Context: an optimization exercise on an open-source flow, tuned for small area. The choices shown serve that exercise and are no tape-out recipe.
Only simulation tests tie the RTL to the original design; equivalence was not proved.
No driver is modelled on the clock port, so clocking that relies on it looks cheaper here than on a real chip.
Power and IR drop assume default switching activity.

<file path="flow/config.mk">
export PLATFORM = sky130hd
export DESIGN_NAME = ram32
export DESIGN_NICKNAME = ram32
export VERILOG_FILES = /design/flow/design.v
export SDC_FILE = /design/flow/constraint.sdc
export NUM_CORES = 8
export LEC_CHECK = 0
export CAP_MARGIN = 20
export CORE_MARGIN = 2
export CORE_UTILIZATION = 30
export SLEW_MARGIN = 20
</file>
<file path="flow/constraint.sdc">
create_clock -name core_clock -period 4.0 [get_ports {clk}]
set_input_delay 0.8000 -clock core_clock [delete_from_list [all_inputs] [get_ports {clk}]]
set_output_delay 0.8000 -clock core_clock [all_outputs]
set_load 0.01 [all_outputs]
</file>
<file path="flow/design.v">
module ram32(
    input clk,
    input rst,                      
    input [4:0] addr_a, addr_b,
    input [31:0] data_in_a, data_in_b,
    input we_a, we_b,               
    input re_a, re_b,               
    output reg [31:0] data_out_a, data_out_b
);
    reg [31:0] mem [0:31];
    always @(posedge clk or posedge rst) begin
        if (rst) begin
            data_out_a <= 32'd0;
            data_out_b <= 32'd0;
        end 
        else begin
            if (we_a)
                mem[addr_a] <= data_in_a;         
            else if (re_a)
                data_out_a <= mem[addr_a];        
            if(!re_a)
                data_out_a <= 32'b0;              
            if (we_b)
                mem[addr_b] <= data_in_b;         
            else if (re_b)
                data_out_b <= mem[addr_b];        
            if(!re_b)
                data_out_b <= 32'b0;
        end
    end
endmodule
</file>
<file path="flow/run.sh">
#!/bin/bash
# synth_recipe.tcl (not shown) runs the flow's synth.tcl, then flattens the netlist and writes it again
# the make line also repeats each setting of config.mk as NAME=value (left out here)
make -C /OpenROAD-flow-scripts/flow DESIGN_CONFIG=/design/flow/config.mk WORK_HOME=/design/flow/orfs CLKGATE_MAP_FILE= SYNTH_SCRIPT=/design/flow/synth_recipe.tcl finish
</file>
==> results.yml, run 1 <==
clock_network:
  postCtsSetupRepairBufs: 0
  clockBufferDepth: 3
  cts_resized: 0
  clk_pin_slew_ps: 60
  cts_root_buffer: "clkbuf_16"
  htreeDepth: 4
  cts-hold-fix-buffers: 0
  cts_tree: "built"
  cts_buffers: 142
  insertion_delay_ps: 850
  clock-sinks: 1088
synth:
  netlist_area_um2: 68900
  synth-compound-area-share: 0.189
  yosys.area_share.simple: 0.136
  yosys_warnings: 2
  synth_fa_ha_area_frac: 0
  synth_edf_count: 1024
  yosysSeqAreaShare: 0.469
  async_reset_ff_frac: 0.0588
  ys_types: 77
  synth_top_family_by_area: "compound AO/OA/AOI/OAI gates"
  synthMuxAreaShare: 0.156
  netlist_instances: 7032
  syn_area_per_cell_um2: 9.80
  ys.flop_type: "edfxtp_1"
  ys_ff_latch: 1088
  synth-xor-area-share: 0
placement:
  gp_congestion: 1.05
  dp_hpwl_um: 328000
  io_buffers: 143
  dp_cells: 10000
  post_dp_cell_area_um2: 78000
worst_setup_path:
  cp.arrival_ps: 4160
  cp_max_fo: 21
  critPathKind: "in2reg"
  end_kind: "flip-flop"
  start_kind: "primary input"
  cp_data_required_time_ps: 4710
timing:
  slew_headroom: 0.105
  final_hold_viol_count: 0
  max_slew.worst_pin.slew_ps: 1330
  fmax_mhz: 290
  holdWs_ps: 498
  rsz0062_at_grt: "false"
  finalSetupTns_ps: 0
  fin_skew_ps: 32.6
  period_share: 0.861
  report.final.slew_viol_count: 0
  finalSetupViolCount: 0
  fin_crit_ps: 3440
detailed_routing:
  num_vias: 72400
  drtIter0Drc: 15100
  via_per_inst: 6.99
  routed_wl_um: 509000
  drc_errors: 0
  first_pass_iters: 9
  routedWlPerCell_um: 49.1
  ant_nets: 0
die:
  rows: 175
  ios: 144
  fp.dieH_um: 483
  die-area_um2: 234000
  die_width_um: 483
  core_area_um2: 228000
  initial_core_util: 0.302
finish:
  nFillCells: 22700
  utilization: 0.364
  area_growth_pct: 20.4
  layout-drive-gt1-share: 0.143
  num-nets-final: 7255
  design_area_um2: 83000
  stdcell_count: 10400
pwr:
  ir_drop_mv: 0.477
  p_leak_nw: 34.0
  cellPowerDensity_nw_per_um2: 393
status:
  status: "no timing/DRC/antenna violations"
grt:
  first_global_vias: 64000
  grt_pass1_wl_um: 652000
  grt_overflow: 0
  grt_util_all_layers: 0.417
  grt_max_degree: 69
  antenna_found_initial: 67
min_path:
  hold_class: "reg2reg"
job:
  cap_viol_max_count: 0
-- cell usage in the layout (no fill, tap or decap), types with 58 or more instances in the layout --
cell / n
a21oi_1: 532
buf_12: 143
a22oi_1: 675
nor2_4: 69
buf_4: 470
edfxtp_1: 1024
nand3_1: 95
and3_1: 195
mux2i_1: 1065
diode_2: 58
o21ai_0: 605
nor2_1: 517
nand2_1: 699
o21ai_1: 72
clkdlybuf4s50_1: 115
dfrtp_1: 64
clkbuf_16: 147
nand4_1: 145
-- worst paths after layout --
| check | from | end | slack [ps] | cells after the start |
|---|---|---|---|---|
| worst max register to register | mem[6][14] | data_out_b[14] | 1300 | 6 |
| worst min-delay path | data_out_b[6] | data_out_b[6] | 500 | 2 |
| min in group asynchronous | rst | data_out_b[18] | 760 | 3 |
| worst max-delay path | addr_b[2] | data_out_b[4] | 560 | 10 |
| max in group asynchronous | rst | data_out_b[10] | 2390 | 5 |
| worst min register to register | data_out_b[6] | data_out_b[6] | 500 | 2 |
-- sequential cells by signal, summed over array words and instances (netlist names) --
register and count:
data_out_a 32, data_out_b 32, mem 1024
-- layout make-up --
cell class / count / area, µm² / area share
Clock buffer: 186 / 3950 / 0.0475
Multi-Input combinational cell: 5176 / 34100 / 0.411
Sequential cell: 1088 / 32400 / 0.390
Timing Repair Buffer: 754 / 7690 / 0.0927
Tap cell: 3009 / 3760 / 0.0454
Clock inverter: 75 / 915 / 0.0110
Inverter: 13 / 52.6 / 0.000633
Antenna cell: 58 / 145 / 0.00175
-- cell usage after synthesis, drive strengths merged (25+ instances only) --
master	count	area, µm²
a2111oi	63	601
a21oi	532	2660
a221oi	27	236
a22o	25	219
a22oi	675	5070
and3	196	1230
buf	276	1560
clkbuf	479	1800
dfrtp	64	1600
edfxtp	1024	30700
mux2i	1065	10700
nand2	733	2780
nand3	108	546
nand4	145	907
nor2	591	2350
nor3	59	389
nor4	55	344
o21ai	677	3390
-- kinds of logic after synthesis --
kind of cell,Yosys count
AO/OA/AOI/OAI,2105
buffers and inverters,768
flip-flops,1088
multiplexers,1073
AND/OR/NAND/NOR,1998
-- stage by stage --
| stage | setup WS (ps) | power, mW |
|---|---|---|
| 3_3_place_gp | -195 | 18.5 |
| 4_1_cts | 697 | 32.3 |
| 2_1_floorplan | -13510 | 16.3 |
| 3_5_place_dp | -193 | 18.6 |
| 6_report | 555 | 32.6 |
| 5_1_grt | 567 | 33.0 |
-- routing by layer --
metal / share of wire / vias to the layer above / track usage
met3: 0.15 / 2189 / 0.166
met5: 0.00039 / - / 0
met1: 0.36 / 35600 / 0.516
li1: - / 27100 / -
met2: 0.40 / 7465 / 0.579
met4: 0.091 / 28 / 0.314
-- worst max-delay path, cell delays in order --
cell,delay [ps]
buf_2,470
buf_4,350
nor3b_2,150
buf_4,260
buf_4,250
and3_1,220
a2111oi_0,720
nand3_1,170
nor4_1,600
o21ai_1,150
-- report_power, final --
| group | total, mW | internal [mW] | switching [mW] |
|---|---|---|---|
| clock | 13.9 | 8.08 | 5.86 |
| combinational | 4.25 | 1.34 | 2.91 |
| sequential | 14.4 | 13.4 | 1.00 |
==> run 2, diff against run 1 <==
==> flow/design.v (replaced) <==
module ram32_word(
    input clk,
    input sel_a, sel_b, keep,
    input [31:0] da, db,
    output reg [31:0] s
);
    always @(posedge clk)
        s <= ~(({32{sel_a}} & da) | ({32{sel_b}} & db) | ({32{keep}} & s));
endmodule
module ram32_aoi3(
    input a0, b0, a1, b1, a2, b2,
    output y
);
    assign y = ~((a0 & b0) | (a1 & b1) | (a2 & b2));
endmodule
module ram32_rdbit(
    input [31:0] sel,
    input [31:0] col,
    input hold, cur, flip,
    output d
);
    wire [10:0] y;
    genvar k;
    generate
        for (k = 0; k < 10; k = k + 1) begin : g_aoi
            ram32_aoi3 u_aoi(.a0(sel[3*k]), .b0(col[3*k]), .a1(sel[3*k+1]), .b1(col[3*k+1]),
                             .a2(sel[3*k+2]), .b2(col[3*k+2]), .y(y[k]));
        end
    endgenerate
    ram32_aoi3 u_aoi_last(.a0(sel[30]), .b0(col[30]), .a1(sel[31]), .b1(col[31]),
                          .a2(hold), .b2(cur), .y(y[10]));
    assign d = ~(&y) ^ flip;
endmodule
module ram32(
    input clk,
    input rst,
    input [4:0] addr_a, addr_b,
    input [31:0] data_in_a, data_in_b,
    input we_a, we_b,
    input re_a, re_b,
    output reg [31:0] data_out_a, data_out_b
);
    reg p;
    always @(posedge clk)
        p <= ~p;
    wire wa = we_a & ~rst;
    wire wb = we_b & ~rst;
    wire [31:0] hit_a = 32'd1 << addr_a;
    wire [31:0] hit_b = 32'd1 << addr_b;
    wire [31:0] sel_b  = {32{wb}} & hit_b;
    wire [31:0] sel_a  = {32{wa}} & hit_a & ~sel_b;
    wire [31:0] keep   = ~(({32{wa}} & hit_a) | sel_b);
    wire [31:0] da = data_in_a ^ {32{p}};
    wire [31:0] db = data_in_b ^ {32{p}};
    wire rdy_a = re_a & ~we_a;
    wire rdy_b = re_b & ~we_b;
    wire [31:0] rd_a = {32{rdy_a}} & hit_a;
    wire [31:0] rd_b = {32{rdy_b}} & hit_b;
    wire hold_a = re_a & we_a;
    wire hold_b = re_b & we_b;
    wire flip_a = rdy_a & p;
    wire flip_b = rdy_b & p;
    wire [31:0] s [0:31];
    genvar w, j;
    generate
        for (w = 0; w < 32; w = w + 1) begin : g_word
            ram32_word u_word(.clk(clk), .sel_a(sel_a[w]), .sel_b(sel_b[w]), .keep(keep[w]),
                              .da(da), .db(db), .s(s[w]));
        end
    endgenerate
    wire [31:0] nxt_a, nxt_b;
    generate
        for (j = 0; j < 32; j = j + 1) begin : g_col
            wire [31:0] col;
            for (w = 0; w < 32; w = w + 1) begin : g_w
                assign col[w] = s[w][j];
            end
            ram32_rdbit u_ra(.sel(rd_a), .col(col), .hold(hold_a), .cur(data_out_a[j]),
                             .flip(flip_a), .d(nxt_a[j]));
            ram32_rdbit u_rb(.sel(rd_b), .col(col), .hold(hold_b), .cur(data_out_b[j]),
                             .flip(flip_b), .d(nxt_b[j]));
        end
    endgenerate
    always @(posedge clk or posedge rst) begin
        if (rst) begin
            data_out_a <= 32'd0;
            data_out_b <= 32'd0;
        end else begin
            data_out_a <= nxt_a;
            data_out_b <= nxt_b;
        end
    end
endmodule
--- a/flow/config.mk
+++ b/flow/config.mk
@@ -10,2 +10,4 @@
 export CORE_UTILIZATION = 30
 export SLEW_MARGIN = 20
+export SYNTH_HIERARCHICAL = 1
+export SYNTH_MINIMUM_KEEP_SIZE = 0
==> run 2 against run 1 <==
Against the previous run:
- critical path depth unchanged
- critical endpoint is now data_out_a[29]
- worst hold slack worse by 30 ps
- critical path type unchanged
- via count down 29%
==> results.yml, run 2 <==
status:
  status: "no timing/DRC/antenna violations"
synth:
  synth_edf_count: 0
  netlist_area_um2: 46500
  synth_common_cells: "a222oi_1 (1728), dfxtp_1 (1025), buf_6 (194)"
  netlist_instances: 3762
  yosysMostFrequentCell: "a222oi_1"
  ys.flop_type: "dfxtp_1"
  syn_area_per_cell_um2: 12.4
  yosysSeqAreaShare: 0.475
  synth_top_area_cell: "dfxtp_1"
  synth_top_area_frac: 0.441
  ys_types: 38
  async_reset_ff_frac: 0.0588
  synthTopCellsByArea: "dfxtp_1 (44%), a222oi_1 (37%), buf_6 (4.7%), dfrtp_1 (3.4%), nand4_1 (1.7%)"
  ys_ff_latch: 1089
  yosys_warnings: 8
die:
  core_area_um2: 154000
  die_width_um: 398
  fp.dieH_um: 398
  ios: 144
  initial_core_util: 0.302
  rows: 144
  die-area_um2: 158000
finish:
  area_growth_pct: 22.5
  largest-register: "g_word.u_word.s"
  final_common_cell: "a222oi_1"
  utilization: 0.370
  layout-drive-gt1-share: 0.208
  largest_register_ffs: 1024
  final_cell_mix: "a222oi_1 (1728), dfxtp_1 (1024), buf_4 (323)"
  num-nets-final: 4151
  design_area_um2: 57000
  top_regs: "g_word.u_word.s (1024), data_out_a (32), data_out_b (32)"
  stdcell_count: 6217
worst_setup_path:
  cp_data_required_time_ps: 4580
  critPathKind: "in2reg"
  path_cells: "clkdlybuf4s50_1, and3b_1, nand2_1, nor2_4, buf_4, a222oi_1, nand4_1, buf_4, nor3_2, xnor2_1"
  start_kind: "primary input"
  end_kind: "flip-flop"
  cpLargestDelayFamily: "simple AND/OR/NAND/NOR gates"
  cp_common_cell: "buf_4"
  cp_max_fo: 26
  cp.arrival_ps: 4420
  critPathMaxStageDelay_ps: 1010
  slowest_stage: "nor2_4"
  critPathBufInv: 3
placement:
  gp_congestion: 0.977
  post_dp_cell_area_um2: 52900
  dp_cells: 5994
  io_buffers: 143
  dpl_worst_slack_ps: -182
  dp_hpwl_um: 161000
timing:
  final_hold_viol_count: 0
  finalWorstSetupSlack_ps: 166
  rsz0062_at_grt: "false"
  period_share: 0.958
  fin_skew_ps: 29.5
  max_slew.worst_pin.slew_ps: 1290
  report.final.slew_viol_count: 0
  slew_headroom: 0.138
  finalSetupViolCount: 0
  finalSetupTns_ps: 0
  fmax_mhz: 261
  holdWs_ps: 469
  fin_crit_ps: 3830
detailed_routing:
  num_vias: 51800
  first_pass_iters: 21
  via_per_inst: 8.33
  ant_nets: 0
  drtIter0Drc: 21800
  routedWlPerCell_um: 42.0
  routed_wl_um: 261000
  drc_errors: 0
min_path:
  hold_class: "reg2reg"
clock_network:
  cts_root_buffer: "clkbuf_16"
  insertion_delay_ps: 730
  clock-sinks: 1089
  clk_pin_slew_ps: 60
  cts_buffers: 113
  clockBufferDepth: 3
  cts_resized: 0
  cts-hold-fix-buffers: 0
  cts_tree: "built"
  htreeDepth: 3
  postCtsSetupRepairBufs: 0
grt:
  grt_overflow: 0
  grt_util_all_layers: 0.311
  first_global_vias: 48200
  grt_max_degree: 37
  antenna_found_initial: 22
  grt_pass1_wl_um: 363000
pwr:
  cellPowerDensity_nw_per_um2: 564
  report.power.total_mw: 32.2
  p_leak_nw: 21.0
  ir_drop_mv: 0.371
job:
  cap_viol_max_count: 0
## run 2: cells by family (layout without fill, tap and decap cells)
family | after synthesis | in the layout | share of synthesized area
AND/OR/NAND/NOR | 461 | 461 | 0.0648
buffers and inverters | 324 | 728 | 0.0607
XOR/XNOR | 128 | 128 | 0.0241
other | 0 | 7 | 0
flip-flops | 1089 | 1089 | 0.475
AO/OA/AOI/OAI | 1760 | 1760 | 0.375
## run 2: path summary, 6_finish.rpt
check                                           start                      end  slack (ps)  cells past startpoint
worst max-delay path                             re_a           data_out_a[29]         170                     10
worst min-delay path            g_word[7].u_word.s[1]    g_word[7].u_word.s[1]         470                      1
worst max register to register                      p  g_word[17].u_word.s[10]        1460                      3
worst min register to register  g_word[7].u_word.s[1]    g_word[7].u_word.s[1]         470                      1
max in group asynchronous                         rst            data_out_b[5]        2050                      3
min in group asynchronous                         rst           data_out_b[25]        1050                      2
## run 2: area by class of cell
type / count / area, µm²
timing repair buffer: 515 / 4880
tap: 2044 / 2560
fill: 14700 / 97000
sequential: 1089 / 22100
inverter: 3 / 12.5
multi-input combinational: 2349 / 23500
clock buffer: 153 / 3200
antenna: 7 / 17.5
clock inverter: 57 / 761
## run 2: Yosys stat by module, one instance, submodules excluded
module / cell area, µm² / cells
ram32_rdbit: 36.3 / 5
ram32: 3780 / 402
ram32_word: 1040 / 73
ram32_aoi3: 10.0 / 1
## run 2: worst reg2reg max path, cell delays in order, from the launching register on
cell,delay (ps)
dfxtp_4,710
buf_16,340
xor2_4,950
a222oi_1,330
## run 2: layer usage
metal	wire, µm	global-route usage	vias to the layer above
li1	-	-	19200
met1	85800	0.379	25100
met2	104000	0.442	6049
met3	51600	0.154	1432
met4	19100	0.170	28
met5	215	0.00121	-
## run 2: power breakdown
part	total, mW	internal [mW]	switching (mW)
combinational	4.05	2.02	2.03
sequential	16.6	13.9	2.75
clock	11.5	6.70	4.77
==> run 3, diff against run 2 <==
--- a/flow/design.v
+++ b/flow/design.v
@@ -32,4 +32,15 @@
     assign d = ~(&y) ^ flip;
 endmodule
+module ram32_wdec(
+    input alo, ahi, blo, bhi, rlo_a, rhi_a, rlo_b, rhi_b,
+    output sel_a, sel_b, keep, rd_a, rd_b
+);
+    wire hit_a = alo & ahi;
+    assign sel_b = blo & bhi;
+    assign sel_a = hit_a & ~sel_b;
+    assign keep  = ~(hit_a | sel_b);
+    assign rd_a  = rlo_a & rhi_a;
+    assign rd_b  = rlo_b & rhi_b;
+endmodule
 module ram32(
     input clk,
@@ -46,15 +57,17 @@
     wire wa = we_a & ~rst;
     wire wb = we_b & ~rst;
-    wire [31:0] hit_a = 32'd1 << addr_a;
-    wire [31:0] hit_b = 32'd1 << addr_b;
-    wire [31:0] sel_b  = {32{wb}} & hit_b;
-    wire [31:0] sel_a  = {32{wa}} & hit_a & ~sel_b;
-    wire [31:0] keep   = ~(({32{wa}} & hit_a) | sel_b);
+    wire rdy_a = re_a & ~we_a;
+    wire rdy_b = re_b & ~we_b;
+    wire [3:0] lo_a = 4'd1 << addr_a[1:0];
+    wire [3:0] lo_b = 4'd1 << addr_b[1:0];
+    wire [7:0] hi_a = 8'd1 << addr_a[4:2];
+    wire [7:0] hi_b = 8'd1 << addr_b[4:2];
+    wire [7:0] whi_a = {8{wa}} & hi_a;
+    wire [7:0] whi_b = {8{wb}} & hi_b;
+    wire [7:0] rhi_a = {8{rdy_a}} & hi_a;
+    wire [7:0] rhi_b = {8{rdy_b}} & hi_b;
+    wire [31:0] sel_a, sel_b, keep, rd_a, rd_b;
     wire [31:0] da = data_in_a ^ {32{p}};
     wire [31:0] db = data_in_b ^ {32{p}};
-    wire rdy_a = re_a & ~we_a;
-    wire rdy_b = re_b & ~we_b;
-    wire [31:0] rd_a = {32{rdy_a}} & hit_a;
-    wire [31:0] rd_b = {32{rdy_b}} & hit_b;
     wire hold_a = re_a & we_a;
     wire hold_b = re_b & we_b;
@@ -65,4 +78,7 @@
     generate
         for (w = 0; w < 32; w = w + 1) begin : g_word
+            ram32_wdec u_dec(.alo(lo_a[w%4]), .ahi(whi_a[w/4]), .blo(lo_b[w%4]), .bhi(whi_b[w/4]),
+                             .rlo_a(lo_a[w%4]), .rhi_a(rhi_a[w/4]), .rlo_b(lo_b[w%4]), .rhi_b(rhi_b[w/4]),
+                             .sel_a(sel_a[w]), .sel_b(sel_b[w]), .keep(keep[w]), .rd_a(rd_a[w]), .rd_b(rd_b[w]));
             ram32_word u_word(.clk(clk), .sel_a(sel_a[w]), .sel_b(sel_b[w]), .keep(keep[w]),
                               .da(da), .db(db), .s(s[w]));
--- a/flow/config.mk
+++ b/flow/config.mk
@@ -7,6 +7,12 @@
 export LEC_CHECK = 0
 export CAP_MARGIN = 20
+export CELL_PAD_IN_SITES_DETAIL_PLACEMENT = 1
+export CELL_PAD_IN_SITES_GLOBAL_PLACEMENT = 1
 export CORE_MARGIN = 2
-export CORE_UTILIZATION = 30
+export CORE_UTILIZATION = 45
+export CTS_CLUSTER_DIAMETER = 100
+export CTS_CLUSTER_SIZE = 25
+export PLACE_DENSITY = 0.5
+export SETUP_SLACK_MARGIN = 0.3
 export SLEW_MARGIN = 20
 export SYNTH_HIERARCHICAL = 1
==> run 3 against run 2 <==
Against the previous run:
- first-iteration DRC count is 9.7% lower
- sequential cell count stayed put
- synthesized cell count is 0.24% lower
- clock skew is 5.7 ps higher
- cell count is 12% lower
- utilization is 15 points higher
- critical path type unchanged
- global-route usage is 20 points higher
- sequential share of layout area is 2.0 points higher
- sequential power hardly changed
- worst setup slack better by 75 ps
- non-clock buffer count is 32 higher
- largest cell class unchanged
==> results.yml, run 3 <==
grt:
  first_global_vias: 51700
  grt_max_degree: 39
  antenna_found_initial: 8
  grt_util_all_layers: 0.509
  grt_pass1_wl_um: 394000
  grt_overflow: 0
clock_network:
  cts_root_buffer: "clkbuf_16"
  insertion_delay_ps: 720
  clk_pin_slew_ps: 100
  cts_buffers: 50
  clock-sinks: 1089
  clockBufferDepth: 3
  cts_tree: "built"
  cts-hold-fix-buffers: 0
  htreeDepth: 2
worst_setup_path:
  end_kind: "flip-flop"
  critPathBufInv: 2
  startpoint: "addr_a[3]"
  critPathMaxStageDelay_ps: 720
  critPathKind: "in2reg"
  cp-endpoint: "data_out_a[10]"
  cp.arrival_ps: 4400
  start_kind: "primary input"
  r2r_cells: 3
  cp_max_fo: 15
  path_cells: "clkdlybuf4s50_1, nand2b_1, nor2_1, and2_1, buf_4, a222oi_1, nand4_1, nor3_2, xnor2_1"
  cpLargestDelayFamily: "simple AND/OR/NAND/NOR gates"
  slowest_stage: "clkdlybuf4s50_1"
  r2r-end: "g_word[31].u_word.s[31]"
  cp.depth: 9
  cp_data_required_time_ps: 4640
  timing.reg2reg.setup_slack_ps: 1270
  timing.rr.start: "p"
placement:
  dp_hpwl_um: 174000
  gp_congestion: 0.987
  dp_cells: 5377
  io_buffers: 143
  dpl_worst_slack_ps: -370
synth:
  syn_area_per_cell_um2: 12.4
  yosysSeqAreaShare: 0.474
  synth_edf_count: 0
  ys.flop_type: "dfxtp_1"
  ys_types: 26
  synth_top_area_frac: 0.440
  yosysMostFrequentCell: "a222oi_1"
  netlist_instances: 3753
  netlist_area_um2: 46700
  ys_ff_latch: 1089
  synthTopCellsByArea: "dfxtp_1 (44%), a222oi_1 (37%), buf_6 (4.8%), dfrtp_1 (3.4%), nand4_1 (1.7%)"
  synth_top_area_cell: "dfxtp_1"
  yosys_warnings: 8
  async_reset_ff_frac: 0.0588
  synth_common_cells: "a222oi_1 (1728), dfxtp_1 (1025), buf_6 (198)"
timing:
  max_slew.worst_pin.slew_ps: 1340
  final_hold_viol_count: 0
  holdWs_ps: 477
  finalWorstSetupSlack_ps: 242
  slew_headroom: 0.105
  fin_crit_ps: 3760
  rsz0062_at_grt: "false"
  fmax_mhz: 266
  period_share: 0.940
  report.final.slew_viol_count: 0
  finalSetupViolCount: 0
  fin_skew_ps: 35.1
pwr:
  ir_drop_mv: 0.441
  cellPowerDensity_nw_per_um2: 500
  report.power.total_mw: 27.1
  p_leak_nw: 20.4
finish:
  num-nets-final: 4135
  layout-drive-gt1-share: 0.183
  stdcell_count: 5465
  area_growth_pct: 16.1
  top_regs: "g_word.u_word.s (1024), data_out_a (32), data_out_b (32)"
  largest_register_ffs: 1024
  nFillCells: 10300
  utilization: 0.525
  final_common_cell: "a222oi_1"
  largest-register: "g_word.u_word.s"
  final_cell_mix: "a222oi_1 (1728), dfxtp_1 (1024), buf_4 (296)"
die:
  fp.dieH_um: 326
  initial_core_util: 0.452
  core_area_um2: 103000
  ios: 144
  die-area_um2: 106000
  rows: 118
  die_width_um: 326
detailed_routing:
  ant_nets: 0
  drc_errors: 0
  num_vias: 52500
  via_per_inst: 9.60
  first_pass_iters: 22
  drtIter0Drc: 19700
  routed_wl_um: 286000
  routedWlPerCell_um: 52.4
status:
  status: "no timing/DRC/antenna violations"
job:
  cap_viol_max_count: 0
min_path:
  hold_class: "reg2reg"
## run 3: cell type report
cell class | instances | area, µm² | area share
multi-input cells | 2365 | 23000 | 0.424
flip-flops and latches | 1089 | 22100 | 0.408
repair buffers | 547 | 5900 | 0.109
well taps | 1380 | 1730 | 0.0319
clock buffers | 72 | 1370 | 0.0252
clock inverters | 6 | 73.8 | 0.00136
diodes | 4 | 10.0 | 0.000185
inverters | 2 | 8.76 | 0.000162
## run 3: kinds of logic after synthesis
group | after synthesis | share of synthesized area
AOI/OAI and AO/OA | 1760 | 0.377
DFF | 1089 | 0.474
and+or+nand+nor | 477 | 0.0665
buffers and inverters | 299 | 0.0586
xor gates and xnor gates | 128 | 0.0240
## run 3: worst min-delay path by stage
stage | to | start | cells after the start
final | g_word[13].u_word.s[21] | g_word[13].u_word.s[21] | 1
after global placement | g_word[18].u_word.s[8] | g_word[18].u_word.s[8] | 1
after floorplan | g_word[0].u_word.s[0] | g_word[0].u_word.s[0] | 1
after global routing | g_word[0].u_word.s[15] | g_word[0].u_word.s[15] | 1
after detailed placement | g_word[4].u_word.s[21] | g_word[4].u_word.s[21] | 1
after CTS | g_word[4].u_word.s[21] | g_word[4].u_word.s[21] | 1
## run 3: per-layer routing
layer | vias up | share of wire | GRT usage
li1 | 19000 | - | -
met1 | 25700 | 0.32 | 0.610
met2 | 6121 | 0.39 | 0.707
met3 | 1592 | 0.18 | 0.222
met4 | 10 | 0.10 | 0.405
met5 | - | 0.00053 | 0.0115
## run 3: modules after synthesis, one instance, submodules excluded
module,flops+latches,times used
ram32_wdec,0,32
ram32_rdbit,0,64
ram32,65,1
ram32_word,32,32
ram32_aoi3,0,704
## run 3: report_power, final
group	internal [mW]	switching [mW]	leakage, nW
sequential	13.9	2.74	9.59
combinational	2.11	2.10	10.1
clock	2.47	3.80	0.698
## run 3: stage by stage
| step | TNS, ps | area [µm²] |
|---|---|---|
| floorplan | 0 | 46700 |
| global placement | -1640 | 52300 |
| detailed placement | -2130 | 52600 |
| CTS | 0 | 54000 |
| global route | 0 | 54200 |
| finish | 0 | 54200 |
## run 3: repair_timing
action,CTS,global route
endpoints found under the hold margin,0,0
buffers inserted,0,0
endpoints found under the setup margin,0,1
resized for setup,0,3
==> run 4, diff against run 3 <==
==> flow/flow/run.sh (new file) <==
#!/bin/bash
# Own layout flow: the standard ORFS flow (standard.sh) with these
# changes, all through ORFS's own variables:
#  - the synthesis netlist's buffers are removed at floorplan, and global
#    placement is not timing-driven, so high-fanout nets are not buffered
#    early, while cells are still spread out;
#  - ports are buffered with the smallest buffer cell;
#  - before repair_design, flow/presize.tcl gives each high-fanout net just
#    enough drive (a stronger driver or one buffer, whichever is smaller);
#  - clock tree synthesis without dummy loads;
#  - after CTS, flow/downsize.tcl shrinks logic cells that synthesis sized
#    for more load than they drive, then repairs slew, capacitance and setup.
# make's output goes to make_finish.log; each ORFS step keeps its own log
# under orfs/logs/.
set -euo pipefail
W=$(cd "$(dirname "$0")/.." && pwd)
cd "$W"
bash standard.sh \
  REMOVE_ABC_BUFFERS=1 \
  GPL_TIMING_DRIVEN=0 \
  "BUFFER_PORTS_ARGS=-buffer_cell sky130_fd_sc_hd__buf_1" \
  PRE_RESIZE_TCL="$W/flow/presize.tcl" \
  "CTS_ARGS=-sink_clustering_enable -repair_clock_nets -sink_clustering_size 25 -sink_clustering_max_diameter 100 -dont_use_dummy_load" \
  POST_CTS_TCL="$W/flow/downsize.tcl" \
  finish > "$W/make_finish.log" 2>&1
==> flow/flow/downsize.tcl (new file) <==
# Runs after CTS (POST_CTS_TCL). Swaps each logic cell that drives only a
# few loads for the smallest cell of the same function that keeps the slew on
# its output net under a target and the worst setup slack above a margin:
# synthesis sized some of them for loads they do not have in the layout.
# Buffers and the drivers of high-fanout nets keep the sizes the placement
# step gave them. A repair of slew, capacitance and setup follows.
set_propagated_clock [all_clocks]
estimate_parasitics -placement
estimate_parasitics -placement

proc my_ds_area {m} { return [expr {[$m getWidth] * [$m getHeight] / 1e6}] }

proc my_ds_net_slew {net} {
  set w 0
  foreach it [$net getITerms] {
    set pin [get_pins [[$it getInst] getName]/[[$it getMTerm] getName]]
    foreach p {slew_max_rise slew_max_fall} {
      set s [get_property $pin $p]
      if {$s > $w} { set w $s }
    }
  }
  return $w
}

proc my_downsize {target min_slack maxfo} {
  set db [ord::get_db]
  set block [ord::get_db_block]
  set saved 0.0
  set n 0
  set insts {}
  foreach inst [$block getInsts] {
    set m [$inst getMaster]
    if {[$m getType] ne "CORE"} continue
    if {[$inst isDoNotTouch]} continue
    if {![regexp {^(sky130_fd_sc_hd__[a-z0-9]+)_(\d+)$} [$m getName] -> base sz]} continue
    if {[regexp {^sky130_fd_sc_hd__(df|sdf|edf|clk|dly|conb|tap|fill|decap|diode|buf|inv)} $base]} continue
    lappend insts [list $inst $base $m]
  }
  foreach e $insts {
    lassign $e inst base m0
    set out ""
    foreach it [$inst getITerms] {
      if {[$it isOutputSignal] && [$it getNet] ne "NULL"} { set out [$it getNet] }
    }
    if {$out eq "" || [$out getSigType] ne "SIGNAL"} continue
    if {[llength [$out getITerms]] > $maxfo + 1} continue
    set a0 [my_ds_area $m0]
    set cands {}
    foreach s {0 1 2 3 4 6 8 12 16} {
      set m [$db findMaster ${base}_$s]
      if {$m ne "NULL" && [my_ds_area $m] < $a0} { lappend cands [list [my_ds_area $m] $m] }
    }
    set done 0
    foreach c [lsort -real -index 0 $cands] {
      set m [lindex $c 1]
      replace_cell [$inst getName] [$m getName]
      if {[my_ds_net_slew $out] <= $target && [sta::worst_slack_cmd max] >= $min_slack} {
        set saved [expr {$saved + $a0 - [lindex $c 0]}]
        incr n
        set done 1
        break
      }
    }
    if {!$done} { replace_cell [$inst getName] [$m0 getName] }
  }
  puts "my_downsize: $n cells smaller, [format %.1f $saved] um2 less"
}

set my_ds_wns [sta::worst_slack_cmd max]
puts "my_downsize: worst slack before [format %.3f [expr {$my_ds_wns * 1e9}]] ns"
my_downsize 1.0 [expr {min(0.2e-9, $my_ds_wns)}] 4
estimate_parasitics -placement
puts "my_downsize: worst slack after [format %.3f [expr {[sta::worst_slack_cmd max] * 1e9}]] ns"
repair_design -slew_margin 20 -cap_margin 20
repair_timing -setup -setup_margin 0.1
detailed_placement
check_placement
estimate_parasitics -placement
puts "my_downsize: worst slack after repair [format %.3f [expr {[sta::worst_slack_cmd max] * 1e9}]] ns"
==> flow/flow/presize.tcl (new file) <==
# Runs before ORFS's repair_design (PRE_RESIZE_TCL). For each net with many
# loads, gives it enough drive at the least added cell area: either a
# stronger cell of the driver's own function, or one buffer after the
# driver. The repair that follows then finds little to do, and may use only
# small buffers.
estimate_parasitics -placement

proc my_area_of {m} { return [expr {[$m getWidth] * [$m getHeight] / 1e6}] }

# worst slew over a net's pins
proc my_net_slew {net} {
  set w 0
  foreach it [$net getITerms] {
    set pin [get_pins [[$it getInst] getName]/[[$it getMTerm] getName]]
    foreach p {slew_max_rise slew_max_fall} {
      set s [get_property $pin $p]
      if {$s > $w} { set w $s }
    }
  }
  return $w
}

proc my_driver {net} {
  foreach it [$net getITerms] { if {[$it isOutputSignal]} { return $it } }
  return ""
}

proc my_family {base} {
  set db [ord::get_db]
  set cands {}
  foreach s {0 1 2 3 4 6 8 12 16} {
    set m [$db findMaster ${base}_$s]
    if {$m ne "NULL"} { lappend cands [list [my_area_of $m] $m] }
  }
  return [lsort -real -index 0 $cands]
}

proc my_drive_hf {minfo target} {
  set db [ord::get_db]
  set block [ord::get_db_block]
  set bufs {}
  foreach b {buf_2 buf_4 buf_6 buf_8} {
    set m [$db findMaster sky130_fd_sc_hd__$b]
    lappend bufs [list [my_area_of $m] $m]
  }
  set nets {}
  foreach net [$block getNets] {
    if {[$net getSigType] ne "SIGNAL"} continue
    if {[llength [$net getITerms]] < $minfo} continue
    lappend nets $net
  }
  set nres 0
  set nbuf 0
  foreach net $nets {
    set drv [my_driver $net]
    if {$drv eq ""} continue
    set inst [$drv getInst]
    set m0 [$inst getMaster]
    if {![regexp {^(sky130_fd_sc_hd__[a-z0-9]+)_(\d+)$} [$m0 getName] -> base sz]} continue
    if {[regexp {^sky130_fd_sc_hd__(df|sdf|edf|buf|clk|inv)} $base]} continue
    if {[my_net_slew $net] <= $target} continue
    set a0 [my_area_of $m0]
    # option 1: the same function, stronger
    set best_cost 1e9
    set best_m ""
    foreach c [my_family $base] {
      set m [lindex $c 1]
      set cost [expr {[lindex $c 0] - $a0}]
      if {$cost >= $best_cost} break
      replace_cell [$inst getName] [$m getName]
      if {[my_net_slew $net] <= $target} { set best_cost $cost; set best_m $m; break }
    }
    replace_cell [$inst getName] [$m0 getName]
    estimate_parasitics -placement
    # option 2: one buffer after the driver, at the middle of the loads
    set x 0; set y 0; set n 0
    foreach it [$net getITerms] {
      if {$it eq $drv} continue
      set bb [[$it getInst] getBBox]
      set x [expr {$x + [$bb xMin]}]; set y [expr {$y + [$bb yMin]}]; incr n
    }
    set dbu [$block getDbUnitsPerMicron]
    set loc [list [expr {$x / $n / double($dbu)}] [expr {$y / $n / double($dbu)}]]
    set bobj [insert_buffer -buffer_cell [[lindex [lindex $bufs 0] 1] getName] -net [get_nets [$net getName]] -location $loc]
    set binst [$block findInst [get_full_name $bobj]]
    set bnet ""
    foreach it [$binst getITerms] { if {[$it isOutputSignal]} { set bnet [$it getNet] } }
    set bbest ""
    foreach c $bufs {
      if {[lindex $c 0] >= $best_cost} break
      replace_cell [$binst getName] [[lindex $c 1] getName]
      if {[my_net_slew $bnet] <= $target && [my_net_slew $net] <= $target} { set bbest [lindex $c 1]; break }
    }
    if {$bbest ne ""} {
      replace_cell [$binst getName] [$bbest getName]
      incr nbuf
    } else {
      remove_buffers $bobj
      if {$best_m ne ""} { replace_cell [$inst getName] [$best_m getName]; incr nres }
    }
  }
  puts "my_drive_hf: [llength $nets] nets, resized $nres drivers, buffered $nbuf nets"
}

my_drive_hf 8 1.0
estimate_parasitics -placement
set_dont_use {sky130_fd_sc_hd__buf_6 sky130_fd_sc_hd__buf_8 sky130_fd_sc_hd__buf_12 sky130_fd_sc_hd__buf_16 sky130_fd_sc_hd__bufinv_* sky130_fd_sc_hd__bufbuf_* sky130_fd_sc_hd__clkbuf_*}
==> flow/standard.sh (new file) <==
#!/bin/bash
# synth_recipe.tcl (not shown) runs the flow's synth.tcl, then flattens the netlist and writes it again
# the make line also repeats each setting of config.mk as NAME=value (left out here)
make -C /OpenROAD-flow-scripts/flow DESIGN_CONFIG=/design/flow/config.mk WORK_HOME=/design/flow/orfs CLKGATE_MAP_FILE= SYNTH_SCRIPT=/design/flow/synth_recipe.tcl "${@:-finish}"
--- a/flow/config.mk
+++ b/flow/config.mk
@@ -14,5 +14,4 @@
 export CTS_CLUSTER_SIZE = 25
 export PLACE_DENSITY = 0.5
-export SETUP_SLACK_MARGIN = 0.3
 export SLEW_MARGIN = 20
 export SYNTH_HIERARCHICAL = 1
removed: flow/run.sh
==> run 4 against run 3 <==
Against the previous run:
- now fails the layout checks on setup timing
- critical path depth fell by 2
- clock skew rose by 2.4 ps
- synthesized cell count did not move
- utilization fell by 6.1 points
- worst hold slack got worse by 32 ps
- sequential share of layout area rose by 5.3 points
- largest power group unchanged
- critical path type unchanged
- sequential power barely moved
- routed wire length rose by 4.1%
==> results.yml, run 4 <==
clock_network:
  cts_tree: "built"
  insertion_delay_ps: 730
  clock-sinks: 1089
  clk_pin_slew_ps: 100
pwr:
  report.power.total_mw: 26.5
  cellPowerDensity_nw_per_um2: 553
  p_leak_nw: 17.8
  ir_drop_mv: 0.372
synth:
  ys_ff_latch: 1089
  yosys_warnings: 8
  ys_types: 26
  synth_common_cells: "a222oi_1 (1728), dfxtp_1 (1025), buf_6 (198)"
  yosysMostFrequentCell: "a222oi_1"
  async_reset_ff_frac: 0.0588
  syn_area_per_cell_um2: 12.4
  netlist_area_um2: 46700
  synthTopCellsByArea: "dfxtp_1 (44%), a222oi_1 (37%), buf_6 (4.8%), dfrtp_1 (3.4%), nand4_1 (1.7%)"
  synth_edf_count: 0
  synth_top_area_frac: 0.440
  ys.flop_type: "dfxtp_1"
  synth_top_area_cell: "dfxtp_1"
  netlist_instances: 3753
  yosysSeqAreaShare: 0.474
die:
  ios: 144
  fp.dieH_um: 326
  initial_core_util: 0.452
  rows: 118
  die-area_um2: 106000
  core_area_um2: 103000
  die_width_um: 326
finish:
  largest-register: "g_word.u_word.s"
  top_regs: "g_word.u_word.s (1024), data_out_a (32), data_out_b (32)"
  utilization: 0.464
  stdcell_count: 5185
  area_growth_pct: 2.67
  design_area_um2: 47900
  final_cell_mix: "a222oi_1 (1728), dfxtp_1 (1024), buf_1 (143)"
  layout-drive-gt1-share: 0.0771
  num-nets-final: 3868
  final_common_cell: "a222oi_1"
  largest_register_ffs: 1024
status:
  so_faults: "setup timing"
  status: "failed layout checks"
timing:
  fmax_mhz: 241
  holdWs_ps: 445
  fin_crit_ps: 4150
  rsz0062_at_grt: "false"
  report.final.slew_viol_count: 0
  final_hold_viol_count: 0
  finalSetupViolCount: 7
  slew_headroom: 0.194
  fin_skew_ps: 37.5
  period_share: 1.04
  max_slew.worst_pin.slew_ps: 1210
  finalWorstSetupSlack_ps: -152
placement:
  dp_cells: 5116
  io_buffers: 143
  post_dp_cell_area_um2: 47100
  dp_hpwl_um: 166000
  gp_congestion: 0.924
worst_setup_path:
  cp_max_fo: 32
  end_kind: "flip-flop"
  cp_data_required_time_ps: 4570
  cp.arrival_ps: 4730
  critPathKind: "in2reg"
  start_kind: "primary input"
grt:
  grt_overflow: 0
  first_global_vias: 48200
  antenna_found_initial: 45
  grt_pass1_wl_um: 401000
  grt_max_degree: 40
  grt_util_all_layers: 0.526
job:
  cap_viol_max_count: 0
detailed_routing:
  first_pass_iters: 23
  num_vias: 52100
  via_per_inst: 10.0
  drc_errors: 0
  drtIter0Drc: 20800
  routed_wl_um: 298000
  routedWlPerCell_um: 57.5
  ant_nets: 0
min_path:
  hold_class: "in2async"
-- run 4: cell types whose count changed in the layout (fill, tap and decap cells not counted), sizes merged --
cell and change:
inv -2, buf -124, diode +15, clkdlybuf4s50 -142
dlymetal6s2s -1, clkbuf -22, clkinv -3, bufinv -1
-- run 4: cell families after synthesis --
family,count (synthesis),share of synthesized area
XOR/XNOR,128,0.0240
AND/OR/NAND/NOR,477,0.0665
buffers and inverters,299,0.0586
AO/OA/AOI/OAI,1760,0.377
flip-flops,1089,0.474
-- run 4: worst max-delay path, cell delays in order --
cell and delay (ps):
buf_1 430, nor2b_2 790, and2_2 1050, a222oi_1 320
nand4_1 590, nor3_1 180, xnor2_1 480
-- run 4: final timing paths --
check / start / endpoint / slack [ps] / depth (start not counted)
setup / recovery: addr_b[1] / data_out_b[10] / -150 / 7
hold / removal: rst / data_out_a[25] / 450 / 2
setup reg to reg: p / g_word[15].u_word.s[5] / 400 / 4
hold reg to reg: g_word[3].u_word.s[6] / g_word[3].u_word.s[6] / 480 / 1
max in group asynchronous: rst / data_out_b[13] / 2600 / 3
min in group core_clock: g_word[3].u_word.s[6] / g_word[3].u_word.s[6] / 480 / 1
-- run 4: through the flow --
stage | setup TNS, ps | setup slack (ps)
global route | 0 | 94.3
detailed placement | -2300 | -335
finish | -600 | -152
floorplan | -130050 | -2030
global placement | -2635570 | -7580
-- run 4: per-module statistics from Yosys (local to each module, per instance) --
| module | flops+latches | cells | cell area [µm²] | copies in the design |
|---|---|---|---|---|
| ram32_word | 32 | 73 | 1040 | 32 |
| ram32_rdbit | 0 | 5 | 36.3 | 64 |
| ram32_wdec | 0 | 6 | 40.0 | 32 |
| ram32_aoi3 | 0 | 1 | 10.0 | 704 |
| ram32 | 65 | 201 | 2620 | 1 |
-- run 4: power by group --
group          switching, mW  total, mW  internal, mW
Sequential              2.58       16.5          13.9
Combinational           2.29       3.98          1.69
Clock                   3.79       6.03          2.24
-- run 4: per-layer routing --
| layer | vias to the layer above | global-route usage | routed length, µm |
|---|---|---|---|
| met4 | 34 | 0.355 | 28200 |
| li1 | 18600 | - | - |
| met2 | 6257 | 0.720 | 114000 |
| met5 | - | 0.00799 | 327 |
| met3 | 1570 | 0.269 | 59800 |
| met1 | 25700 | 0.638 | 95400 |
-- run 4: area by class of cell, clock buffers not listed --
class                   instances  area, µm²
diodes                         19       47.5
fillers                     10700      55300
inverters                       2       10.0
multi-input cells            2365      21400
flip-flops and latches       1089      22100
well taps                    1380       1730
repair buffers                280       1310
==> run 5, diff against run 4 <==
--- a/flow/flow/downsize.tcl
+++ b/flow/flow/downsize.tcl
@@ -69,9 +69,9 @@
 set my_ds_wns [sta::worst_slack_cmd max]
 puts "my_downsize: worst slack before [format %.3f [expr {$my_ds_wns * 1e9}]] ns"
-my_downsize 1.0 [expr {min(0.2e-9, $my_ds_wns)}] 4
+my_downsize 1.0 [expr {min(0.5e-9, $my_ds_wns)}] 4
 estimate_parasitics -placement
 puts "my_downsize: worst slack after [format %.3f [expr {[sta::worst_slack_cmd max] * 1e9}]] ns"
 repair_design -slew_margin 20 -cap_margin 20
-repair_timing -setup -setup_margin 0.1
+repair_timing -setup -setup_margin 0.5
 detailed_placement
 check_placement
--- a/flow/config.mk
+++ b/flow/config.mk
@@ -14,4 +14,5 @@
 export CTS_CLUSTER_SIZE = 25
 export PLACE_DENSITY = 0.5
+export SETUP_SLACK_MARGIN = 0.5
 export SLEW_MARGIN = 20
 export SYNTH_HIERARCHICAL = 1
==> run 5 against run 4 <==
Against the previous run:
- the run now finishes clean
- total power barely moved
- register-to-register slack got worse by 70 ps
- critical endpoint is now data_out_a[11]
- worst hold slack got worse by 6.9 ps
- worst setup slack improved by 380 ps
==> results.yml, run 5 <==
status:
  status: "no timing/DRC/antenna violations"
detailed_routing:
  ant_nets: 0
  routedWlPerCell_um: 57.8
  via_per_inst: 10.0
  first_pass_iters: 27
  drc_errors: 0
  drtIter0Drc: 20700
  num_vias: 52000
  routed_wl_um: 300000
grt:
  grt_max_degree: 40
  grt_pass1_wl_um: 401000
  antenna_found_initial: 48
  grt_overflow: 0
  grt_util_all_layers: 0.527
  first_global_vias: 48200
synth:
  synth_top_family_by_area: "compound AO/OA/AOI/OAI gates"
  synth_common_cells: "a222oi_1 (1728), dfxtp_1 (1025), buf_6 (198)"
  netlist_area_um2: 46700
  synth-compound-area-share: 0.377
  ys_types: 26
  synthMuxAreaShare: 0
  yosysMostFrequentCell: "a222oi_1"
  yosysSeqAreaShare: 0.474
  netlist_instances: 3753
  yosys.area_share.simple: 0.0665
  async_reset_ff_frac: 0.0588
  synth_edf_count: 0
  ys_ff_latch: 1089
  ys.flop_type: "dfxtp_1"
  yosys_warnings: 8
  synth_fa_ha_area_frac: 0
  syn_area_per_cell_um2: 12.4
  synth_top_area_cell: "dfxtp_1"
  synth_top_area_frac: 0.440
  synth-xor-area-share: 0.0240
  synthTopCellsByArea: "dfxtp_1 (44%), a222oi_1 (37%), buf_6 (4.8%), dfrtp_1 (3.4%), nand4_1 (1.7%)"
clock_network:
  clk_pin_slew_ps: 100
  insertion_delay_ps: 730
  cts_tree: "built"
  clock-sinks: 1089
timing:
  finalSetupViolCount: 0
  fmax_mhz: 265
  report.final.slew_viol_count: 0
  rsz0062_at_grt: "true"
  final_hold_viol_count: 0
  slew_headroom: 0.166
  fin_skew_ps: 36.3
  period_share: 0.942
  finalSetupTns_ps: 0
  max_slew.worst_pin.slew_ps: 1250
  fin_crit_ps: 3770
placement:
  dp_hpwl_um: 166000
  io_buffers: 143
  gp_congestion: 0.924
  dp_cells: 5116
worst_setup_path:
  cp_data_required_time_ps: 4570
  timing.rr.start: "p"
  critPathKind: "in2reg"
  end_kind: "flip-flop"
  start_kind: "primary input"
  timing.reg2reg.setup_slack_ps: 330
  cp.arrival_ps: 4340
  r2r-end: "g_word[21].u_word.s[22]"
  cp_max_fo: 32
  r2r_cells: 4
pwr:
  ir_drop_mv: 0.373
  switching_share: 0.327
  power.internal_mw: 17.8
  p_leak_nw: 17.8
  p_comb_frac: 0.151
  p_sw_mw: 8.67
  cellPowerDensity_nw_per_um2: 552
  power_frac_seq: 0.622
  p_clk_frac: 0.227
finish:
  utilization: 0.465
  largest_register_ffs: 1024
  layout-drive-gt1-share: 0.0818
  final_common_cell: "a222oi_1"
  num-nets-final: 3874
  largest-register: "g_word.u_word.s"
  final_cell_mix: "a222oi_1 (1728), dfxtp_1 (1024), buf_1 (143)"
  area_growth_pct: 2.95
  stdcell_count: 5192
  top_regs: "g_word.u_word.s (1024), data_out_a (32), data_out_b (32)"
die:
  ios: 144
  fp.dieH_um: 326
  die_width_um: 326
  initial_core_util: 0.452
  die-area_um2: 106000
  core_area_um2: 103000
  rows: 118
job:
  cap_viol_max_count: 0
min_path:
  hold_class: "in2async"
-- run 5: kinds of logic after synthesis --
group,after synthesis
compound gates,1760
xor+xnor,128
buf+inv,299
flops,1089
simple gates,477
-- run 5: metrics by stage --
stage	instance area, µm²	worst slack [ps]	power, mW	hold WS [ps]
global route	48000	481	27.2	475
global placement	46200	-7580	19.6	448
detailed placement	47100	-335	20.3	459
finish	48000	231	26.5	438
floorplan	43900	-2030	18.2	438
-- run 5: cell type report, clock buffers not listed --
class                      instances  area, µm²
antenna                           20       50.0
fill                           10700      55200
inverter                           2       10.0
multi-input combinational       2371      21600
sequential                      1089      22100
tap                             1380       1730
timing repair buffer             280       1310
-- run 5: worst max-delay path by stage --
stage	from	endpoint
final	we_a	data_out_a[11]
after global routing	addr_b[0]	data_out_b[10]
after detailed placement	addr_b[0]	data_out_b[22]
after global placement	p	data_out_b[22]
after floorplan	p	data_out_a[0]
-- run 5: modules after synthesis, one instance, submodules excluded --
module       cells  flip-flops and latches
ram32          201                      65
ram32_word      73                      32
ram32_wdec       6                       0
ram32_rdbit      5                       0
ram32_aoi3       1                       0
-- run 5: worst max-delay path, cell delays in order --
cell and delay (ps):
buf_1 470, or3b_1 310, nor3_1 120, and2_4 360
a222oi_1 570, nand4_1 650, nor3_1 810, xnor2_1 200
-- run 5: power groups by stage --
stage	combinational, mW	sequential, mW	clock (mW)
final	4.00	16.5	6.02
after global routing	4.17	16.7	6.31
after detailed placement	3.84	16.5	0
after global placement	3.46	16.2	0
after floorplan	2.43	15.8	0
-- run 5: layer usage --
layer  vias up  track usage  share of wire  wire (µm)
met1     25700        0.636           0.32      96500
met4        50        0.351          0.095      28500
met3      1541        0.272           0.20      59600
li1      18600            -              -          -
met5         -      0.00177         0.0015        451
met2      6229        0.724           0.38     115000
==> run 6, diff against run 5 <==
--- a/flow/flow/downsize.tcl
+++ b/flow/flow/downsize.tcl
@@ -69,9 +69,9 @@
 set my_ds_wns [sta::worst_slack_cmd max]
 puts "my_downsize: worst slack before [format %.3f [expr {$my_ds_wns * 1e9}]] ns"
-my_downsize 1.0 [expr {min(0.5e-9, $my_ds_wns)}] 4
+my_downsize 1.0 [expr {min(0.35e-9, $my_ds_wns)}] 4
 estimate_parasitics -placement
 puts "my_downsize: worst slack after [format %.3f [expr {[sta::worst_slack_cmd max] * 1e9}]] ns"
 repair_design -slew_margin 20 -cap_margin 20
-repair_timing -setup -setup_margin 0.5
+repair_timing -setup -setup_margin 0.35
 detailed_placement
 check_placement
--- a/flow/config.mk
+++ b/flow/config.mk
@@ -14,5 +14,5 @@
 export CTS_CLUSTER_SIZE = 25
 export PLACE_DENSITY = 0.5
-export SETUP_SLACK_MARGIN = 0.5
+export SETUP_SLACK_MARGIN = 0.35
 export SLEW_MARGIN = 20
 export SYNTH_HIERARCHICAL = 1
==> run 6 against run 5 <==
Against the previous run:
- largest power group unchanged
- routed wire length fell by 0.56%
- synthesized cell count did not move
- critical path type unchanged
- design area fell by 0.23%
- worst setup slack got worse by 65 ps
- still clean
==> results.yml, run 6 <==
status:
  status: "no timing/DRC/antenna violations"
finish:
  final_common_cell: "a222oi_1"
  stdcell_count: 5186
  area_growth_pct: 2.71
  layout-drive-gt1-share: 0.0777
  largest_register_ffs: 1024
  utilization: 0.464
  design_area_um2: 47900
  largest-register: "g_word.u_word.s"
  num-nets-final: 3868
  top_regs: "g_word.u_word.s (1024), data_out_a (32), data_out_b (32)"
  nFillCells: 10700
  final_cell_mix: "a222oi_1 (1728), dfxtp_1 (1024), buf_1 (143)"
synth:
  synth_top_area_frac: 0.440
  synth_top_area_cell: "dfxtp_1"
  yosys_warnings: 8
  ys.flop_type: "dfxtp_1"
  syn_area_per_cell_um2: 12.4
  synthTopCellsByArea: "dfxtp_1 (44%), a222oi_1 (37%), buf_6 (4.8%), dfrtp_1 (3.4%), nand4_1 (1.7%)"
  ys_types: 26
  ys_ff_latch: 1089
  netlist_area_um2: 46700
  synth_common_cells: "a222oi_1 (1728), dfxtp_1 (1025), buf_6 (198)"
  netlist_instances: 3753
  yosysSeqAreaShare: 0.474
  async_reset_ff_frac: 0.0588
  yosysMostFrequentCell: "a222oi_1"
  synth_edf_count: 0
worst_setup_path:
  end_kind: "flip-flop"
  cp_max_fo: 32
  critPathMaxStageDelay_ps: 960
  timing.rr.start: "p"
  slowest_stage: "and2_2"
  critPathKind: "in2reg"
  start_kind: "primary input"
  startpoint: "addr_b[0]"
  cp_data_required_time_ps: 4570
  path_cells: "buf_1, nor2b_2, and2_2, a222oi_1, nand3_1, nor3_1, xnor2_1"
  cp.arrival_ps: 4400
clock_network:
  clock-sinks: 1089
  clk_pin_slew_ps: 100
  cts_tree: "built"
  insertion_delay_ps: 730
detailed_routing:
  routedWlPerCell_um: 57.5
  routed_wl_um: 298000
  via_per_inst: 10.0
  drtIter0Drc: 21100
  drc_errors: 0
  num_vias: 52000
  ant_nets: 0
  first_pass_iters: 28
timing:
  period_share: 0.959
  fin_crit_ps: 3830
  slew_headroom: 0.168
  report.final.slew_viol_count: 0
  max_slew.worst_pin.slew_ps: 1250
  rsz0062_at_grt: "false"
  holdWs_ps: 422
  final_hold_viol_count: 0
  fmax_mhz: 261
  fin_skew_ps: 41.8
  finalSetupViolCount: 0
die:
  ios: 144
  core_area_um2: 103000
  rows: 118
  fp.dieH_um: 326
  initial_core_util: 0.452
  die-area_um2: 106000
  die_width_um: 326
pwr:
  p_comb_frac: 0.151
  cellPowerDensity_nw_per_um2: 553
  report.power.total_mw: 26.5
  p_clk_frac: 0.227
  switching_share: 0.327
  power.internal_mw: 17.8
  power_frac_seq: 0.622
  p_leak_nw: 17.8
  p_sw_mw: 8.68
  ir_drop_mv: 0.370
grt:
  grt_util_all_layers: 0.526
  first_global_vias: 48200
  grt_max_degree: 40
  grt_overflow: 0
  antenna_found_initial: 44
  grt_pass1_wl_um: 401000
placement:
  gp_congestion: 0.924
  dp_hpwl_um: 166000
  io_buffers: 143
  post_dp_cell_area_um2: 47100
  dp_cells: 5116
job:
  cap_viol_max_count: 0
min_path:
  hold_class: "in2async"
run 6: cell count changes in the layout (fill, tap and decap cells not counted), moves of 2 or more:
cell     before  now
nor2b_4       2    0
nor2b_2       0    2
nor3_1       65   72
and2_2        9    3
nor3_2        7    1
run 6: cell families after synthesis:
family,Yosys count,synth area share
and+or+nand+nor,477,0.0665
DFF,1089,0.474
buffers and inverters,299,0.0586
AOI/OAI and AO/OA,1760,0.377
xor gates and xnor gates,128,0.0240
run 6: worst paths after layout:
check                      slack [ps]                 endpoint  cells past startpoint
max                               170            data_out_b[5]                      7
min                               420           data_out_a[25]                      2
max reg2reg                       380  g_word[21].u_word.s[22]                      4
min reg2reg                       470    g_word[3].u_word.s[6]                      1
max in group asynchronous        2630           data_out_b[24]                      3
min in group core_clock           470    g_word[3].u_word.s[6]                      1
run 6: routing by layer:
metal  GRT usage  up-vias  wire [µm]
met1       0.638    25600      95300
met4       0.355       36      28600
li1            -    18600          -
met3       0.269     1628      60100
met2       0.720     6203     114000
met5     0.00799        -        339
run 6: metrics by stage:
stage	setup TNS [ps]	setup WS, ps
3_5_place_dp	-2300	-335
3_3_place_gp	-2635570	-7580
6_report	0	166
2_1_floorplan	-130050	-2030
5_1_grt	0	356
run 6: cell type report, clock buffers not listed:
cell class              count  area (µm²)  area share
diodes                     20        50.0     0.00104
inverters                   2        10.0    0.000209
multi-input cells        2365       21500       0.448
flip-flops and latches   1089       22100       0.462
well taps                1380        1730      0.0360
repair buffers            280        1310      0.0273
run 6: power by group through the flow:
stage	Sequential (mW)	Combinational [mW]	Clock, mW
after floorplan	15.8	2.43	0
after global placement	16.2	3.46	0
final	16.5	3.99	6.03
after global routing	16.7	4.15	6.31
after detailed placement	16.5	3.84	0
run 6: Yosys stat by module, one instance, submodules excluded:
module | copies in the design | area [µm²] | cells | flops+latches
ram32_rdbit | 64 | 36.3 | 5 | 0
ram32 | 1 | 2620 | 201 | 65
ram32_aoi3 | 704 | 10.0 | 1 | 0
ram32_word | 32 | 1040 | 73 | 32
ram32_wdec | 32 | 40.0 | 6 | 0
run 6: worst max-delay path: cells and delay by family:
kind | cells | cell delay [ps]
AND/OR/NAND/NOR | 4 | 2250
XOR/XNOR | 1 | 530
buffers and inverters | 1 | 400
AO/OA/AOI/OAI | 1 | 360

separate check: timing with driven ports:
The flow's constraints put no driver on any port. The routed layouts listed below were extracted and timed again, unchanged, in two steps. Step 1 sets driving cells, clkbuf_16 on the clock port and buf_2 on the other inputs (assumed; they add their load-dependent delay and slew). Step 2 times the ports against the registers' clock, not the clock port: input delays grow and output delays shrink by t, the midpoint of the rising clock arrivals with the driver on. Three values: no drivers, after step 1, after step 2; two values: the first two.
run | shift t [ns] | slack for setup (ns) | pins driven straight from the clock port
run 1 | 0.943 | 0.555 / 0.415 / -0.528 | 1
run 2 | 0.799 | 0.166 / 0.228 / -0.572 | 1
run 3 | 0.786 | 0.242 / 0.290 / -0.496 | 1
run 4 | 0.792 | -0.152 / -0.104 / -0.897 | 1
run 5 | 0.791 | 0.231 / 0.275 / -0.516 | 1
run 6 | 0.795 | 0.166 / 0.219 / -0.576 | 1
With both steps, setup timing fails in 5 of these runs, where it was met with ideal ports. For run 1, which loses most, drivers alone change the setup slack by -0.140 ns; drivers and shift together by -1.083 ns.
